Source: an optimization exercise on an open RTL-to-GDS flow (aim: small area). Production flows keep margins and buffers that such runs may drop. Function was checked by simulation only, so behaviour that the tests miss may differ from the original. Power and IR drop assume default switching activity.

==> cedar: inputs <==
Design top, start of the top module:
module top (
    input clock,
    input resetn,
    input pkt_valid,
    input [7:0] data_in,
    input [2:0] read_en,
    output [2:0] vld_out,
    output [7:0] data_out_0,
    output [7:0] data_out_1,
    output [7:0] data_out_2,
    output [2:0] full,
    output [2:0] empty,
    output busy,
    output err
);
    localparam [2:0] DEC  = 3'd0,    
                     LD   = 3'd1,    
                     LFD  = 3'd2,    
                     LP   = 3'd3,    
                     CPE  = 3'd4,    
                     FFS  = 3'd5,    
                     LAF  = 3'd6,    
                     WTE  = 3'd7;    
    localparam [4:0] S0  = 5'b00001;
    localparam [4:0] S30 = 5'b10000;
    localparam [4:0] ZS  = 5'b00000;
    reg  [2:0] state;
    reg  [1:0] add;
    reg  [7:0] dout, fsb, ip;
    reg        lpv, pd, err_r;
    wire is_dec = (state == DEC);
    wire is_ld  = (state == LD);
    wire is_lp  = (state == LP);
    wire is_laf = (state == LAF);
    wire wen    = is_ld | is_lp | is_laf;
    reg  [3:0] wq [0:2];
    reg  [3:0] rq [0:2];
    reg  [2:0] wrap;
    reg  [4:0] cnt [0:2];
    reg  [7:0] mem0 [0:15];
    reg  [7:0] mem1 [0:15];
    reg  [7:0] mem2 [0:15];
    wire [2:0] eq, srst, zs, wr, rd, sel;
    assign sel = {add[1], add[0], ~(add[1] | add[0])};
    genvar g;
    generate
  ...
Settings: LEC_CHECK=0, ABC_AREA=1, CAP_MARGIN=20, CORE_MARGIN=2, CORE_UTILIZATION=75, SLEW_MARGIN=20; clock period 7.0 ns.
standard.sh (not shown) runs the stock make flow with config.mk's settings and CLKGATE_MAP_FILE= SYNTH_SCRIPT=/design/flow/synth_recipe.tcl, a recipe that flattens the netlist after the stock synthesis.
==> flow/flow/run.sh <==
#!/bin/bash
# Own layout flow:
#  1. the standard synthesis (standard.sh synth), unchanged;
#  2. its combinational logic re-mapped by ABC with an area-oriented script
#     (flow/remap.tcl); every flip-flop instance is kept as it is: same
#     name, same cell;
#  3. the standard layout (standard.sh) on that netlist, with buf_1 as
#     the port buffer and a clock tree built from clkbuf_4 without dummy loads.
# Each tool's output goes to a log file of its own in the work folder.
set -euo pipefail
W=$(pwd)
R=$W/orfs/results/$FLOW_PLATFORM/top/base
YOSYS=$(command -v yosys || echo "$FLOW_HOME/../tools/install/yosys/bin/yosys")

bash standard.sh synth > "$W/1_standard_synth.log" 2>&1
cp "$R/1_2_yosys.v" "$W/standard_synth.v"

LIBFILE=$FLOW_HOME/platforms/$FLOW_PLATFORM/lib/sky130_fd_sc_hd__tt_025C_1v80.lib \
DONT_USE="$(cat "$W/flow/dont_use.txt")" \
NETIN=$W/standard_synth.v NETOUT=$W/remap.v STATOUT=$W/remap_stat.txt \
ABCSCRIPT=$W/flow/area.abc \
    "$YOSYS" -c "$W/flow/remap.tcl" > "$W/2_remap.log" 2>&1

grep -oE '^ *sky130_fd_sc_hd__[a-z0-9_]*df[a-z0-9_]* [^ ]+' "$W/standard_synth.v" | sort > "$W/ff_std.txt"
grep -oE '^ *sky130_fd_sc_hd__[a-z0-9_]*df[a-z0-9_]* [^ ]+' "$W/remap.v" | sort > "$W/ff_remap.txt"
cmp "$W/ff_std.txt" "$W/ff_remap.txt"
if grep -qE 'sky130_fd_sc_hd__(lpflow|probe)' "$W/remap.v"; then
    echo "re-mapped netlist uses a don't-use cell" >&2
    exit 1
fi

cp "$W/remap.v" "$R/1_2_yosys.v"
touch "$R/1_2_yosys.v"

export BUFFER_PORTS_ARGS="-buffer_cell sky130_fd_sc_hd__buf_1"
export CTS_ARGS="$(cat "$W/flow/cts_args.txt")"
bash standard.sh > "$W/3_standard_layout.log" 2>&1
==> flow/flow/area.abc <==
strash; ifraig; scorr; dc2; strash; &get -n; &dch -f; &nf -a -R 1000; &put; topo
==> flow/flow/cts_args.txt <==
-sink_clustering_enable -repair_clock_nets -dont_use_dummy_load -buf_list sky130_fd_sc_hd__clkbuf_4 -sink_clustering_size 9 -sink_clustering_max_diameter 45
==> flow/flow/dont_use.txt <==
sky130_fd_sc_hd__probe_p_8
sky130_fd_sc_hd__probec_p_8
sky130_fd_sc_hd__lpflow_bleeder_1
sky130_fd_sc_hd__lpflow_clkbufkapwr_1
sky130_fd_sc_hd__lpflow_clkbufkapwr_16
sky130_fd_sc_hd__lpflow_clkbufkapwr_2
sky130_fd_sc_hd__lpflow_clkbufkapwr_4
sky130_fd_sc_hd__lpflow_clkbufkapwr_8
sky130_fd_sc_hd__lpflow_clkinvkapwr_1
sky130_fd_sc_hd__lpflow_clkinvkapwr_16
sky130_fd_sc_hd__lpflow_clkinvkapwr_2
sky130_fd_sc_hd__lpflow_clkinvkapwr_4
sky130_fd_sc_hd__lpflow_clkinvkapwr_8
sky130_fd_sc_hd__lpflow_decapkapwr_12
sky130_fd_sc_hd__lpflow_decapkapwr_3
sky130_fd_sc_hd__lpflow_decapkapwr_4
sky130_fd_sc_hd__lpflow_decapkapwr_6
sky130_fd_sc_hd__lpflow_decapkapwr_8
sky130_fd_sc_hd__lpflow_inputiso0n_1
sky130_fd_sc_hd__lpflow_inputiso0p_1
sky130_fd_sc_hd__lpflow_inputiso1n_1
sky130_fd_sc_hd__lpflow_inputiso1p_1
sky130_fd_sc_hd__lpflow_inputisolatch_1
sky130_fd_sc_hd__lpflow_isobufsrc_1
sky130_fd_sc_hd__lpflow_isobufsrc_16
sky130_fd_sc_hd__lpflow_isobufsrc_2
sky130_fd_sc_hd__lpflow_isobufsrc_4
sky130_fd_sc_hd__lpflow_isobufsrc_8
sky130_fd_sc_hd__lpflow_isobufsrckapwr_16
sky130_fd_sc_hd__lpflow_lsbuf_lh_hl_isowell_tap_1
sky130_fd_sc_hd__lpflow_lsbuf_lh_hl_isowell_tap_2
sky130_fd_sc_hd__lpflow_lsbuf_lh_hl_isowell_tap_4
sky130_fd_sc_hd__lpflow_lsbuf_lh_isowell_4
sky130_fd_sc_hd__lpflow_lsbuf_lh_isowell_tap_1
sky130_fd_sc_hd__lpflow_lsbuf_lh_isowell_tap_2
sky130_fd_sc_hd__lpflow_lsbuf_lh_isowell_tap_4
==> flow/flow/remap.tcl <==
# Re-map the combinational logic of the standard synthesis netlist with an
# area-oriented ABC script. Flip-flops are kept as they are (same instances,
# names and cell types).
yosys -import
set lib $::env(LIBFILE)
set in  $::env(NETIN)
set out $::env(NETOUT)
set script $::env(ABCSCRIPT)
read_liberty -overwrite -ignore_miss_func -setattr liberty_cell $lib
read_verilog -overwrite $in
hierarchy -top top
set ffs [list]
foreach c [split [string trim [tee -q -s result.string select -list-mod =A:liberty_cell]] "\n"] {
    if {[regexp {__(df|edf|sdf|dl|sedf)} $c]} { lappend ffs $c }
}
foreach c $ffs { setattr -mod -set keep_hierarchy 1 $c }
flatten
foreach c $ffs { blackbox $c }
opt_clean -purge
set du [list]
foreach c $::env(DONT_USE) { lappend du -dont_use $c }
abc -liberty $lib {*}$du -script $script
opt_clean -purge
setundef -zero
hilomap -singleton -hicell sky130_fd_sc_hd__conb_1 HI -locell sky130_fd_sc_hd__conb_1 LO
splitnets
opt_clean -purge
insbuf -buf sky130_fd_sc_hd__buf_4 A X
# left out here: hide names made inside functions
yosys tee -o $::env(STATOUT) stat -liberty $lib
write_verilog -noattr -nohex -nodec $out
==> juniper (differences from cedar) <==
==> flow/flow/cts_args.txt (replaced) <==
-sink_clustering_enable -repair_clock_nets -dont_use_dummy_load -buf_list sky130_fd_sc_hd__clkbuf_8 -sink_clustering_size 14 -sink_clustering_max_diameter 60
Settings changed: CORE_UTILIZATION 75 to 80.
==> fjord (differences from cedar) <==
==> flow/run.sh (new file) <==
#!/bin/bash
# synth_recipe.tcl (not shown) runs the flow's synth.tcl, then flattens the netlist and writes it again
# the make line also repeats each setting of config.mk as NAME=value (left out here)
make -C /OpenROAD-flow-scripts/flow DESIGN_CONFIG=/design/flow/config.mk WORK_HOME=/design/flow/orfs CLKGATE_MAP_FILE= SYNTH_SCRIPT=/design/flow/synth_recipe.tcl finish
Settings changed: CORE_UTILIZATION 75 to 60, CTS_BUF_LIST set to sky130_fd_sc_hd__clkbuf_4.
removed: flow/flow/run.sh
removed: flow/flow/area.abc
removed: flow/flow/cts_args.txt
removed: flow/flow/dont_use.txt
removed: flow/flow/remap.tcl
removed: flow/standard.sh
==> comparison table <==
item                                                                              cedar                    juniper                      fjord
Capturing element of the worst setup path                                 data_out_1[6]              data_out_0[5]              data_out_0[7]
Cell count after synthesis                                                         1063                       1063                       1559
Internal Dissipation                                                           4.093 mW                   4.212 mW                   4.905 mW
Status                                                         timing/DRC/antenna clean   timing/DRC/antenna clean   timing/DRC/antenna clean
Buffer cell driving the clock tree root                       sky130_fd_sc_hd__clkbuf_4  sky130_fd_sc_hd__clkbuf_8  sky130_fd_sc_hd__clkbuf_4
Die Footprint                                                                23870 um^2                 22420 um^2                 32180 um^2
GR met1 Demand/Resource                                                          0.4956                     0.5681                     0.3751
Clock latency (worst-skew pair)                                                 0.74 ns                    0.57 ns                    0.80 ns
R2r startpoint                                                                 rq[2][2]                   rq[2][2]                   state[0]
Initial core utilization                                                         0.7574                     0.8108                     0.6066
GR Util met3                                                                    0.07873                     0.1061                    0.05612
Net count, final                                                                   1211                       1195                       1741
Share of the cycle needed by the critical path after routing                     0.6837                     0.6980                     0.6928
Slew at the pin with the worst max-slew slack                                  1.203 ns                   1.205 ns                  0.8872 ns
Mapped cell area                                                             16990 um^2                 16990 um^2                 18460 um^2
Setup slack of the critical path after layout                                  2.214 ns                   2.114 ns                   2.150 ns
Setup slack at placement                                                       2.916 ns                   2.892 ns                   3.019 ns
Switching power                                                                1.676 mW                   1.772 mW                   2.085 mW
Power share of the clock group                                                    0.198                      0.219                      0.307
Count of inserted antenna diode cells                                                 1                          0                          2
Start point of the critical path                                               rq[1][0]                   rq[0][2]                   rq[0][0]
Vias post-DR                                                                      10685                      11264                      12227
Worst Path Buf+Inv                                                                    1                          1                          3
Area Overhead vs Synth                                                           7.283%                     7.857%                     12.96%
Global-route usage over all layers                                               0.3508                     0.4188                     0.2715

-- port drivers added, routing unchanged --
No port has a modelled driver above. Below, the same layouts with a new extraction and two added sets of constraints.
Step 1 (the two cells are an assumption about what drives the block):
set clk [get_ports {clock}]
set_driving_cell -lib_cell sky130_fd_sc_hd__clkbuf_16 $clk
set_driving_cell -lib_cell sky130_fd_sc_hd__buf_2 [delete_from_list [all_inputs] $clk]
Step 2 times the ports against the registers' clock, not the clock port: input delays grow and output delays shrink by t, the midpoint of the rising clock arrivals with the driver on.
a / b / c = ideal ports / drivers / drivers and shift; a / b = the first two.
| run | t, ns | slack for setup (ns) | hold WS [ns] | cell pins on the clock port's net |
|---|---|---|---|---|
| cedar | 0.754 | 2.214 / 2.172 / 2.926 | 0.472 / 0.472 / 0.472 | 1 |
| juniper | 0.596 | 2.114 / 2.070 / 2.666 | 0.456 / 0.456 / 0.456 | 1 |
| fjord | 0.806 | 2.150 / 2.101 / 2.907 | 0.401 / 0.401 / 0.401 | 1 |
After both steps setup and hold are still met in every run listed.
